Background: an optimization exercise with open tools, aiming at small area and a short achievable clock period. Do not read the settings as production practice. Function was checked by simulation only, so behaviour that the tests miss may differ from the original.

// dit_fft_8
module dit_fft_8(clk,rst_n,in1r,in1i,in2r,in2i,in3r,in3i,in4r,in4i,in5r,in5i,in6r,in6i,in7r,in7i,in8r,in8i,y1r,y1i,y2r,y2i,y3r,y3i,y4r,y4i,y5r,y5i,y6r,y6i,y7r,y7i,y8r,y8i,write,start,ready);
clock: 10.0 ns
lec_check: 0
cap_margin: 20
core_margin: 2
core_utilization: 40
setup_slack_margin: 4.4
slew_margin: 20
synth_hierarchical: 1
standard.sh (not shown) runs the stock make flow with config.mk's settings and CLKGATE_MAP_FILE= SYNTH_SCRIPT=/design/flow/synth_recipe.tcl, a recipe that flattens the netlist after the stock synthesis.
==> flow/flow/run.sh <==
#!/bin/bash
# The standard layout, with small buffers on the ports (timing repair
# upsizes the ones that need it). make's full output goes to make.log here;
# ORFS keeps each step's own log under orfs/logs.
set -euo pipefail
export BUFFER_PORTS_ARGS="-buffer_cell sky130_fd_sc_hd__buf_2"
bash standard.sh > make.log 2>&1
The baseline ran to the end with no violations.
Rerun with:
Settings changed: SETUP_SLACK_MARGIN 4.4 to 4.1.
Cell count is lower by a few percent.
Clock-buffer cell count is higher by 2.
Critical path depth is unchanged.
Area after synthesis stays the same.
Register-to-register slack stays flat.
Flip-flop and latch count does not change.


Another version of the RTL of dit_fft_8 (not shown whole).
Size in the first run: roughly 5700 cells after synthesis, roughly 510 flip-flops, ~520 I/O pins, about 0.063 sq mm of cells after synthesis.
export LEC_CHECK = 0
export CAP_MARGIN = 20
export CORE_MARGIN = 2
export CORE_UTILIZATION = 50
export GPL_ROUTABILITY_DRIVEN = 0
export SETUP_SLACK_MARGIN = 4.25
export SLEW_MARGIN = 20
export SYNTH_HIERARCHICAL = 1
create_clock -name core_clock -period 10.0 [get_ports {clk}]
Scripts as last shown in full above: flow/flow/run.sh
The starting point produced a clean layout.
Edit:
CORE_UTILIZATION = 40   (was 50)
GPL_ROUTABILITY_DRIVEN = unset   (was 0)
SETUP_SLACK_MARGIN = 4.1   (was 4.25)
What happened: Routed wire length climbs by a few percent. Worst hold slack is worse by 0.011 ns. Fmax drops by a few percent. Global-route usage drops by 4.8 points. Utilization drops by 13 points. Worst setup slack is worse by 0.12 ns. Sequential cell count does not change. Via count climbs slightly. Die area climbs by a quarter to a third.
Edit:
CORE_UTILIZATION = 60   (was 40)
GPL_ROUTABILITY_DRIVEN = 0   (was unset)
PLACE_DENSITY = 0.7   (was unset)
Result: Global-route usage goes up by 9.4 points. Routed wire length goes down by 7.7%. Final area decreases by 1.9%.
Edit:
CORE_UTILIZATION = 50   (was 60)
PLACE_DENSITY = unset   (was 0.7)
After rerunning: Design area rises by 1.4%. First-iteration DRC count decreases by 13%. Sequential share of layout area decreases by 0.28 points. Final cell count came out higher by 3.5%. Routed wire length is higher by 5.0%. Setup slack gains 0.096 ns. Synthesized area does not change. Sequential cell count is unchanged. Via count drops by 1.3%.


Another version of the RTL of dit_fft_8 (not shown whole).
Size in the first run: ~5700 cells after synthesis, about 520 I/O pins, ~67000 um2 of cells after synthesis.
==> flow/config.mk <==
export PLATFORM = sky130hd
export DESIGN_NAME = dit_fft_8
export DESIGN_NICKNAME = dit_fft_8
export VERILOG_FILES = /design/flow/design.v
export SDC_FILE = /design/flow/constraint.sdc
export NUM_CORES = 4
export LEC_CHECK = 0
export CAP_MARGIN = 20
export CORE_MARGIN = 2
export CORE_UTILIZATION = 40
export SLEW_MARGIN = 20
export SYNTH_HIERARCHICAL = 1
==> flow/constraint.sdc <==
create_clock -name core_clock -period 10.0 [get_ports {clk}]
set_input_delay 2.0000 -clock core_clock [delete_from_list [all_inputs] [get_ports {clk}]]
set_output_delay 2.0000 -clock core_clock [all_outputs]
set_load 0.01 [all_outputs]
run.sh (not shown) runs the stock make flow with config.mk's settings and CLKGATE_MAP_FILE= SYNTH_SCRIPT=/design/flow/synth_recipe.tcl, a recipe that flattens the netlist after the stock synthesis.
Stock flow here: none of the scripts above is used.
The baseline completed without violations.
Change:
--- a/flow/config.mk
+++ b/flow/config.mk
@@ -10,0 +11 @@
+export SETUP_SLACK_MARGIN = 4.5
Worst hold slack got worse by 0.019 ns.
Die area does not change.
Global-route usage came out higher by 1.3 points.
Setup slack improved by 1.1 ns.
First-iteration DRC count went up by a few percent.
Design area rose by about a fifth.
Fmax grows by about a fifth.
Wire length came out higher by a little under a tenth.
Via count went up by a few percent.

[afterwards: timing with drivers on the ports]
How much do the figures lean on ideal ports? The routed layouts below were timed once more, with nothing changed but the port constraints.
Step 1, drivers: a clkbuf_16 drives clk and a buf_2 each remaining input, both assumed.
Step 2 moves the port delays by t, midway between the first and last clock arrival at a register: inputs arrive t later, outputs are due t later. That takes back most of the time a late clock gives input paths.
Three values: ideal ports, drivers, drivers and shift; two values: the first two.
| run | t (ns) | setup WS [ns] | worst hold slack (ns) | worst data-port slew with drivers (ns) | cell pins on the clock port's net |
|---|---|---|---|---|---|
| the first run of note 1 | 0.740 | 4.154 / 4.081 / 3.590 | 0.411 / 0.411 / 0.411 | 0.16 | 1 |
| the second run of note 1 | 0.749 | 4.074 / 4.000 / 3.472 | 0.413 / 0.413 / 0.413 | 0.16 | 1 |
| the first run of note 2 | 0.740 | 4.252 / 4.237 / 3.545 | 0.417 / 0.417 / 0.417 | 0.12 | 1 |
| the second run of note 2 | 0.723 | 4.135 / 4.089 / 3.435 | 0.406 / 0.406 / 0.406 | 0.12 | 1 |
| the third run of note 2 | 0.762 | 4.072 / 3.995 / 3.444 | 0.418 / 0.418 / 0.418 | 0.12 | 1 |
| the fourth run of note 2 | 0.745 | 4.169 / 4.091 / 3.437 | 0.408 / 0.408 / 0.408 | 0.19 | 1 |
| the first run of note 3 | 0.760 | 2.769 / 2.822 / 2.063 | 0.538 / 0.538 / 0.538 | 0.11 | 1 |
| the second run of note 3 | 0.745 | 3.831 / 3.831 / 3.756 | 0.519 / 0.519 / 0.519 | 0.07 | 1 |
After both steps setup and hold are still met in every run listed. The setup slack of the fourth run of note 2, which loses most, moves by -0.078 ns with the drivers and by -0.732 ns with both steps.
